This design comes from an exercise in tuning for small area and a short achievable clock period on the open sky130 flow, not from production work.
The RTL was checked by simulation tests, not by an equivalence proof against the original design.
Power and IR drop assume default switching activity.

==> flow/run.sh <==
#!/bin/bash
# Standard layout, with stronger port buffers, a stronger clock root buffer and
# timing repair aimed at a shorter period than the constraint (the constraint
# itself is unchanged).
set -uo pipefail
export BUFFER_PORTS_ARGS="-buffer_cell sky130_fd_sc_hd__buf_2"
export SETUP_SLACK_MARGIN=7.0
export CTS_ARGS="-sink_clustering_enable -repair_clock_nets -sink_clustering_size 16 -sink_clustering_max_diameter 40 -buf_list sky130_fd_sc_hd__clkbuf_8 -root_buf sky130_fd_sc_hd__clkbuf_16"
bash standard.sh > standard_flow.log 2>&1
==> standard.sh <==
#!/bin/bash
# synth_recipe.tcl (not shown) runs the flow's synth.tcl, then flattens the netlist and writes it again
# the make line also repeats each setting of config.mk as NAME=value (left out here)
make -C /OpenROAD-flow-scripts/flow DESIGN_CONFIG=/design/flow/config.mk WORK_HOME=/design/flow/orfs CLKGATE_MAP_FILE= SYNTH_SCRIPT=/design/flow/synth_recipe.tcl "${@:-finish}"
==> config.mk <==
export PLATFORM = sky130hd
export DESIGN_NAME = CONV
export DESIGN_NICKNAME = CONV
export VERILOG_FILES = /design/flow/design.v
export SDC_FILE = /design/flow/constraint.sdc
export NUM_CORES = 4
export LEC_CHECK = 0
export CAP_MARGIN = 20
export CORE_MARGIN = 2
export CORE_UTILIZATION = 70
export CTS_BUF_LIST = sky130_fd_sc_hd__clkbuf_8
export CTS_CLUSTER_DIAMETER = 40
export CTS_CLUSTER_SIZE = 16
export SLEW_MARGIN = 20
==> constraint.sdc <==
create_clock -name core_clock -period 10.0 [get_ports {clk}]
set_input_delay 2.0000 -clock core_clock [delete_from_list [all_inputs] [get_ports {clk}]]
set_output_delay 2.0000 -clock core_clock [all_outputs]
set_load 0.01 [all_outputs]
==> design.v <==
module CONV(
 input wire reset,  
 input wire clk,  
 input wire signed [7: 0] CONV_iData0,  
 input wire signed [7: 0] CONV_iData1,  
 output reg signed [15: 0] CONV_oData  
);
reg [6:0] cnt;           
reg [3:0] ii;            
reg [2:0] jj;            
reg [7:0] ra [0:8];      
reg [15:0] rf [0:7];     
reg [15:0] rs [0:7];     
reg [7:0] bj;            
reg [15:0] ps, pc;       
reg clr_d, sw_d;         
wire load = (cnt < 7'd8);
wire in_block = (cnt >= 7'd7) && (cnt <= 7'd77);
wire valid = in_block && (ii != 4'd8);
wire clear = (jj == 3'd0) || (ii == 4'd7);
wire swap = (jj != 3'd0) && (ii == 4'd7);
wire [7:0] ma = ra[6];
wire [7:0] mb = bj;
wire t1 = (ma[0] & mb[6]) ^ (ma[1] & mb[5]);
wire t2 = (ma[0] & mb[6]) & (ma[1] & mb[5]);
wire t3 = ~(ma[0] & mb[7]) ^ (ma[1] & mb[6]) ^ (ma[2] & mb[5]);
wire t4 = (~(ma[0] & mb[7]) & (ma[1] & mb[6])) | (~(ma[0] & mb[7]) & (ma[2] & mb[5])) | ((ma[1] & mb[6]) & (ma[2] & mb[5]));
wire t5 = (ma[3] & mb[4]) ^ (ma[4] & mb[3]);
wire t6 = (ma[3] & mb[4]) & (ma[4] & mb[3]);
wire t7 = ~(ma[1] & mb[7]) ^ (ma[2] & mb[6]) ^ (ma[3] & mb[5]);
wire t8 = (~(ma[1] & mb[7]) & (ma[2] & mb[6])) | (~(ma[1] & mb[7]) & (ma[3] & mb[5])) | ((ma[2] & mb[6]) & (ma[3] & mb[5]));
wire t9 = (ma[4] & mb[4]) ^ (ma[5] & mb[3]) ^ (ma[6] & mb[2]);
wire t10 = ((ma[4] & mb[4]) & (ma[5] & mb[3])) | ((ma[4] & mb[4]) & (ma[6] & mb[2])) | ((ma[5] & mb[3]) & (ma[6] & mb[2]));
wire t11 = ~(ma[2] & mb[7]) ^ (ma[3] & mb[6]) ^ (ma[4] & mb[5]);
wire t12 = (~(ma[2] & mb[7]) & (ma[3] & mb[6])) | (~(ma[2] & mb[7]) & (ma[4] & mb[5])) | ((ma[3] & mb[6]) & (ma[4] & mb[5]));
wire t13 = (ma[0] & mb[4]) ^ (ma[1] & mb[3]);
wire t14 = (ma[0] & mb[4]) & (ma[1] & mb[3]);
wire t15 = (ma[0] & mb[5]) ^ (ma[1] & mb[4]) ^ (ma[2] & mb[3]);
wire t16 = ((ma[0] & mb[5]) & (ma[1] & mb[4])) | ((ma[0] & mb[5]) & (ma[2] & mb[3])) | ((ma[1] & mb[4]) & (ma[2] & mb[3]));
wire t17 = (ma[3] & mb[2]) ^ (ma[4] & mb[1]);
wire t18 = (ma[3] & mb[2]) & (ma[4] & mb[1]);
wire t19 = t1 ^ (ma[2] & mb[4]) ^ (ma[3] & mb[3]);
wire t20 = (t1 & (ma[2] & mb[4])) | (t1 & (ma[3] & mb[3])) | ((ma[2] & mb[4]) & (ma[3] & mb[3]));
wire t21 = (ma[4] & mb[2]) ^ (ma[5] & mb[1]) ^ (ma[6] & mb[0]);
wire t22 = ((ma[4] & mb[2]) & (ma[5] & mb[1])) | ((ma[4] & mb[2]) & (ma[6] & mb[0])) | ((ma[5] & mb[1]) & (ma[6] & mb[0]));
wire t23 = t2 ^ t3 ^ t5;
wire t24 = (t2 & t3) | (t2 & t5) | (t3 & t5);
wire t25 = (ma[5] & mb[2]) ^ (ma[6] & mb[1]) ^ ~(ma[7] & mb[0]);
wire t26 = ((ma[5] & mb[2]) & (ma[6] & mb[1])) | ((ma[5] & mb[2]) & ~(ma[7] & mb[0])) | ((ma[6] & mb[1]) & ~(ma[7] & mb[0]));
wire t27 = t4 ^ t6 ^ t7;
wire t28 = (t4 & t6) | (t4 & t7) | (t6 & t7);
wire t29 = t9 ^ ~(ma[7] & mb[1]) ^ 1'b1;
wire t30 = (t9 & ~(ma[7] & mb[1])) | (t9 & 1'b1) | (~(ma[7] & mb[1]) & 1'b1);
wire t31 = t8 ^ t10 ^ t11;
wire t32 = (t8 & t10) | (t8 & t11) | (t10 & t11);
wire t33 = (ma[5] & mb[4]) ^ (ma[6] & mb[3]) ^ ~(ma[7] & mb[2]);
wire t34 = ((ma[5] & mb[4]) & (ma[6] & mb[3])) | ((ma[5] & mb[4]) & ~(ma[7] & mb[2])) | ((ma[6] & mb[3]) & ~(ma[7] & mb[2]));
wire t35 = t12 ^ ~(ma[3] & mb[7]) ^ (ma[4] & mb[6]);
wire t36 = (t12 & ~(ma[3] & mb[7])) | (t12 & (ma[4] & mb[6])) | (~(ma[3] & mb[7]) & (ma[4] & mb[6]));
wire t37 = (ma[5] & mb[5]) ^ (ma[6] & mb[4]) ^ ~(ma[7] & mb[3]);
wire t38 = ((ma[5] & mb[5]) & (ma[6] & mb[4])) | ((ma[5] & mb[5]) & ~(ma[7] & mb[3])) | ((ma[6] & mb[4]) & ~(ma[7] & mb[3]));
wire t39 = ~(ma[4] & mb[7]) ^ (ma[5] & mb[6]) ^ (ma[6] & mb[5]);
wire t40 = (~(ma[4] & mb[7]) & (ma[5] & mb[6])) | (~(ma[4] & mb[7]) & (ma[6] & mb[5])) | ((ma[5] & mb[6]) & (ma[6] & mb[5]));
wire t41 = (ma[0] & mb[3]) ^ (ma[1] & mb[2]);
wire t42 = (ma[0] & mb[3]) & (ma[1] & mb[2]);
wire t43 = t13 ^ (ma[2] & mb[2]) ^ (ma[3] & mb[1]);
wire t44 = (t13 & (ma[2] & mb[2])) | (t13 & (ma[3] & mb[1])) | ((ma[2] & mb[2]) & (ma[3] & mb[1]));
wire t45 = t14 ^ t15 ^ t17;
wire t46 = (t14 & t15) | (t14 & t17) | (t15 & t17);
wire t47 = t16 ^ t18 ^ t19;
wire t48 = (t16 & t18) | (t16 & t19) | (t18 & t19);
wire t49 = t20 ^ t22 ^ t23;
wire t50 = (t20 & t22) | (t20 & t23) | (t22 & t23);
wire t51 = t24 ^ t26 ^ t27;
wire t52 = (t24 & t26) | (t24 & t27) | (t26 & t27);
wire t53 = t28 ^ t30 ^ t31;
wire t54 = (t28 & t30) | (t28 & t31) | (t30 & t31);
wire t55 = t32 ^ t34 ^ t35;
wire t56 = (t32 & t34) | (t32 & t35) | (t34 & t35);
wire t57 = t36 ^ t38 ^ t39;
wire t58 = (t36 & t38) | (t36 & t39) | (t38 & t39);
wire t59 = t40 ^ ~(ma[5] & mb[7]) ^ (ma[6] & mb[6]);
wire t60 = (t40 & ~(ma[5] & mb[7])) | (t40 & (ma[6] & mb[6])) | (~(ma[5] & mb[7]) & (ma[6] & mb[6]));
wire t61 = (ma[0] & mb[2]) ^ (ma[1] & mb[1]);
wire t62 = (ma[0] & mb[2]) & (ma[1] & mb[1]);
wire t63 = t41 ^ (ma[2] & mb[1]) ^ (ma[3] & mb[0]);
wire t64 = (t41 & (ma[2] & mb[1])) | (t41 & (ma[3] & mb[0])) | ((ma[2] & mb[1]) & (ma[3] & mb[0]));
wire t65 = t42 ^ t43 ^ (ma[4] & mb[0]);
wire t66 = (t42 & t43) | (t42 & (ma[4] & mb[0])) | (t43 & (ma[4] & mb[0]));
wire t67 = t44 ^ t45 ^ (ma[5] & mb[0]);
wire t68 = (t44 & t45) | (t44 & (ma[5] & mb[0])) | (t45 & (ma[5] & mb[0]));
wire t69 = t46 ^ t47 ^ t21;
wire t70 = (t46 & t47) | (t46 & t21) | (t47 & t21);
wire t71 = t48 ^ t49 ^ t25;
wire t72 = (t48 & t49) | (t48 & t25) | (t49 & t25);
wire t73 = t50 ^ t51 ^ t29;
wire t74 = (t50 & t51) | (t50 & t29) | (t51 & t29);
wire t75 = t52 ^ t53 ^ t33;
wire t76 = (t52 & t53) | (t52 & t33) | (t53 & t33);
wire t77 = t54 ^ t55 ^ t37;
wire t78 = (t54 & t55) | (t54 & t37) | (t55 & t37);
wire t79 = t56 ^ t57 ^ ~(ma[7] & mb[4]);
wire t80 = (t56 & t57) | (t56 & ~(ma[7] & mb[4])) | (t57 & ~(ma[7] & mb[4]));
wire t81 = t58 ^ t59 ^ ~(ma[7] & mb[5]);
wire t82 = (t58 & t59) | (t58 & ~(ma[7] & mb[5])) | (t59 & ~(ma[7] & mb[5]));
wire t83 = t60 ^ ~(ma[6] & mb[7]) ^ ~(ma[7] & mb[6]);
wire t84 = (t60 & ~(ma[6] & mb[7])) | (t60 & ~(ma[7] & mb[6])) | (~(ma[6] & mb[7]) & ~(ma[7] & mb[6]));
wire [15:0] m_s = {1'b1, t84, t82, t80, t78, t76, t74, t72, t70, t68, t66, t64, t62, t61, (ma[0] & mb[1]), (ma[0] & mb[0])};
wire [15:0] m_c = {1'b0, (ma[7] & mb[7]), t83, t81, t79, t77, t75, t73, t71, t69, t67, t65, t63, (ma[2] & mb[0]), (ma[1] & mb[0]), 1'b0};
wire [15:0] f_in = rf[7];
wire [15:0] base = clr_d ? 16'd0 : f_in;
wire [15:0] sum = base + ps + pc;
integer s;
always @(posedge clk) begin
	if (reset == 0) begin
		cnt <= 7'd0;
		CONV_oData <= 16'd0;
	end else begin
		cnt <= (cnt == 7'd111) ? 7'd0 : cnt + 7'd1;
		if (cnt >= 7'd81 && cnt <= 7'd87)
			CONV_oData <= rs[0];
		else if (cnt >= 7'd88 && cnt <= 7'd95)
			CONV_oData <= rf[0];
		else
			CONV_oData <= 16'd0;
	end
	if (cnt == 7'd6) begin
		ii <= 4'd0;
		jj <= 3'd0;
	end else if (ii == 4'd8) begin
		ii <= 4'd0;
		jj <= jj + 3'd1;
	end else
		ii <= ii + 4'd1;
	clr_d <= clear && valid && reset;
	sw_d <= swap && valid && reset;
	if (cnt == 7'd6 || ii == 4'd8)
		bj <= (cnt <= 7'd69) ? rs[5][7:0] : 8'd0;
	ps <= m_s;
	pc <= m_c;
	ra[0] <= load ? CONV_iData0 : ra[8];
	for (s = 1; s < 8; s = s + 1)
		ra[s] <= ra[s-1];
	ra[8] <= (cnt == 7'd7) ? 8'd0 : ra[7];
	for (s = 1; s < 8; s = s + 1) begin
		rf[s] <= rf[s-1];
		rs[s] <= rs[s-1];
	end
	rf[0] <= sum;
	rs[0] <= load ? {rs[7][15:8], CONV_iData1} : sw_d ? f_in : rs[7];
end
endmodule
==> summary.md <==
| Metric | Value |
|---|---|
| Crit path from | `clr_d` |
| Worst hold path class | `flop to flop` |
| Synth area leaders | `dfxtp_1, fa_1, ha_1, and2_1, nor2b_1` |
| Core area | `0.0164 mm²` |
| Met1 GRT Util | `0.291` |
| Site Rows | `47` |
| CP required | `10.36 ns` |
| Synth Net Count | `936` |
| Sink Count | `397` |
| Final net count | `998` |
| Area share of the largest cell type after synthesis | `0.672` |
| Final WL | `18300 µm` |
| Die span in y | `133 µm` |
| F_max | `0.339 GHz` |
| Clk slew on worst S/H paths | `0.09 ns` |
| Cell Area, Synth | `0.0116 mm²` |
| Worst Setup EP | `rf[0][15]` |
| Final setup violation count | `0` |
| Core Util, Final | `0.784` |
| HPWL Detailed | `12400 µm` |
| Most frequent cell after synthesis | `dfxtp_1` |
| Synth Flop Type | `dfxtp_1` |
| RSZ-0062 raised after global routing | `true` |
| Final total negative setup slack | `0 ns` |
| Synthesized flop and latch total | `397` |
| CP bufs+invs | `0` |
| Period Utilization, post-route | `0.295` |
| Pwr Total | `4.31 mW` |
| Fin crit period | `2.95 ns` |
| Vias | `5698` |
| Skew-Pair Late Insertion Delay | `0.50 ns` |
| Post-synth EDFFs | `8` |
| CP delay by family, top | `adder cells` |
| Critical path peak fanout | `16` |
| First-iteration detailed-routing DRC count | `281` |
| Final Slew Violations | `0` |
| Die area | `0.0176 mm²` |
| CP arrival | `3.31 ns` |
| Starting Density | `0.706` |
| Tightest Pin Transition | `0.988 ns` |
| Met3 usage | `0.0498` |
| Crit path largest cell delay | `0.42 ns` |
| Setup crit start kind | `flop` |
| Via count of the first global-routing pass | `6112` |
| Residual DRC | `0` |
| Area leader, netlist | `dfxtp_1` |
| Worst path depth | `9` |
| Gate Count Post-Synth | `838` |
| CP most frequent cell | `fa_1` |
| First-pass GRT wire length | `30200 µm` |
| Share of layout cells above drive strength 1 | `0.133` |
| Die Width | `133 µm` |
| Ys async rst share | `0` |
| Cells along the critical path | `nor2b_2, fa_1, ha_1, fa_1, a21o_1, a221oi_4, nor3_1, mux2i_1, a2111o_1` |
| Inserted Diodes | `0` |
| Peak supply drop | `181 µV` |
| PortBufs | `33` |
| Flop2flop setup slack | `7.05 ns` |
| R2R cell count | `9` |
| P_leak | `5.52 nW` |
| Place WS | `6.72 ns` |
| All-Layer GR Usage | `0.218` |
| CTS Buffer Depth | `3` |
| Top Ports | `34` |
| Outcome | `no timing/DRC/antenna violations` |
| Power per Cell Area | `335 mW/mm²` |
| Largest net degree at the start of global routing | `21` |
| Initial antenna violation count | `1` |
| Crit-path slowest cell | `fa_1` |
| Synth warn | `4` |
| Root Driver | `clkbuf_16` |
| Worst r2r src | `clr_d` |
| Post-Syn Area per Cell | `13.8 µm²` |
| Rel. slew slack | `0.341` |
| Fin worst setup slack | `7.05 ns` |
| Fin. Hold Viols | `0` |
| Global routing usage on met2 | `0.358` |
| Congestion Overflow GR | `0` |
| GR peak layer | `met2` |
| Sequential element share of the synthesized area | `0.693` |
| CTS buffer count | `38` |
| Critical path class | `flop to flop` |
| CTS tree | `yes` |
| Via/cell ratio | `4.99` |
| DRT Pass-1 Iters | `5` |
| Antenna Violating Nets Remaining | `0` |
| H-tree depth | `2` |
| Synth top cells by count | `dfxtp_1, inv_1, and2_1` |
| Max Cap Viol | `0` |
| RR Endpoint | `rf[0][15]` |
| Unique cell type count in the Yosys netlist | `46` |
| Worst Setup End Kind | `flop` |
| Syn-to-layout area delta | `11.0%` |
| Routability congestion estimate | `0.901` |
| Drt wl/cell | `16.0 µm` |
| Clock Skews | `0.0222 ns` |
## worst min-delay path by stage
stage                     startpoint   endpoint  cells after the start
after floorplan             ra[0][0]   ra[1][0]                      0
after detailed placement   rf[6][14]  rf[7][14]                      0
after global placement      rf[3][6]   rf[4][6]                      0
after global routing        ra[0][1]   ra[1][1]                      0
after CTS                   rs[2][0]   rs[3][0]                      0
final                       rs[2][0]   rs[3][0]                      0
## layout by cell type, fill, tap and decap left out, types with 3 or more instances in the layout
cell type	n
nor2_1	17
xnor2_1	12
ha_1	30
o21ai_0	15
inv_1	56
nand2_1	39
and3_1	3
nand3_1	7
clkbuf_16	5
buf_2	33
and2_1	51
a22oi_1	16
mux2i_1	10
nor2b_1	39
nand2b_1	6
fa_1	50
inv_8	5
buf_4	4
mux2_2	16
a21oi_1	18
clkinv_2	3
o211ai_1	3
edfxtp_1	8
clkbuf_8	36
clkinvlp_4	4
dfxtp_1	388
xor2_1	8
## layout make-up
| cell class | count | area [µm²] |
|---|---|---|
| timing repair buffer | 37 | 195 |
| sequential | 397 | 8030 |
| fill | 962 | 3540 |
| multi-input combinational | 373 | 3330 |
| clock buffer | 41 | 621 |
| tap | 220 | 275 |
| clock inverter | 22 | 218 |
| inverter | 53 | 199 |
## per-stage QoR
step	cells	hold WS, ns	cell area [µm²]
2_1_floorplan	838	0.310	11600
3_3_place_gp	1078	0.310	12000
3_5_place_dp	1078	0.312	12000
4_1_cts	1141	0.320	12800
5_1_grt	1143	0.328	12900
6_report	1143	0.316	12900
## sequential cells by signal, summed over array words and instances, names as in the netlist
| signal | cells |
|---|---|
| ra | 72 |
| rs | 128 |
| CONV_oData | 16 |
| clr_d | 1 |
| pc | 14 |
| rf | 128 |
| cnt | 7 |
| ii | 4 |
| jj | 3 |
| ps | 15 |
| sw_d | 1 |
| bj | 8 |
## cell families after synthesis
group | Yosys count | synth area share
buffers and inverters | 68 | 0.0231
adder cells (fa/ha/maj) | 80 | 0.119
AO/OA/AOI/OAI | 67 | 0.0390
flip-flops | 397 | 0.693
AND/OR/NAND/NOR | 180 | 0.0870
multiplexers | 26 | 0.0242
XOR/XNOR | 20 | 0.0151
## layer usage
metal	share of wire	wire (µm)
met5	0	0
met4	0.021	388
met3	0.053	978
met2	0.48	8730
met1	0.45	8200
## repair_timing
| item | 4_1_cts | 5_1_grt |
|---|---|---|
| resized for setup | 3 | 1 |
| buffers inserted | 0 | 2 |
| hold buffers | 0 | 0 |
| cloned | 0 | 0 |
| endpoints found under the setup margin | 4 | 3 |
| pin swaps | 0 | 1 |
## worst reg2reg max path: cells and delay by family, from the launching register on
family	cells	cell delay [ns]
and+or+nand+nor	2	0.25
DFF	1	0.41
muxes	1	0.13
adders and majority gates	3	1.08
AOI/OAI and AO/OA	3	0.97
## power breakdown
group | internal, mW | switching [mW] | leakage [nW]
combinational | 0.506 | 0.631 | 1.77
clock | 0.481 | 0.549 | 0.428
sequential | 1.98 | 0.161 | 3.32
total | 2.97 | 1.34 | 5.52

-- what the ideal ports hide --
The flow's constraints put no driver on any port. The routed layout listed below was extracted and timed again, unchanged, in two steps.
Step 1 assumes that a clkbuf_16 drives the clock port and a buf_2 every other input.
Step 2 also shifts input and output timing later by t, the mid clock arrival at the registers, as if the neighbouring blocks saw the same clock.
a / b / c = no drivers / after step 1 / after step 2; a / b = the first two.
shift t [ns]: 0.529
slack for setup (ns): 7.049 / 7.016 / 6.897
latest minus earliest clock arrival (ns): 0.023 / 0.022
After both steps this run still meets setup and hold. For this run, drivers alone change the setup slack by -0.033 ns; drivers and shift together by -0.152 ns.
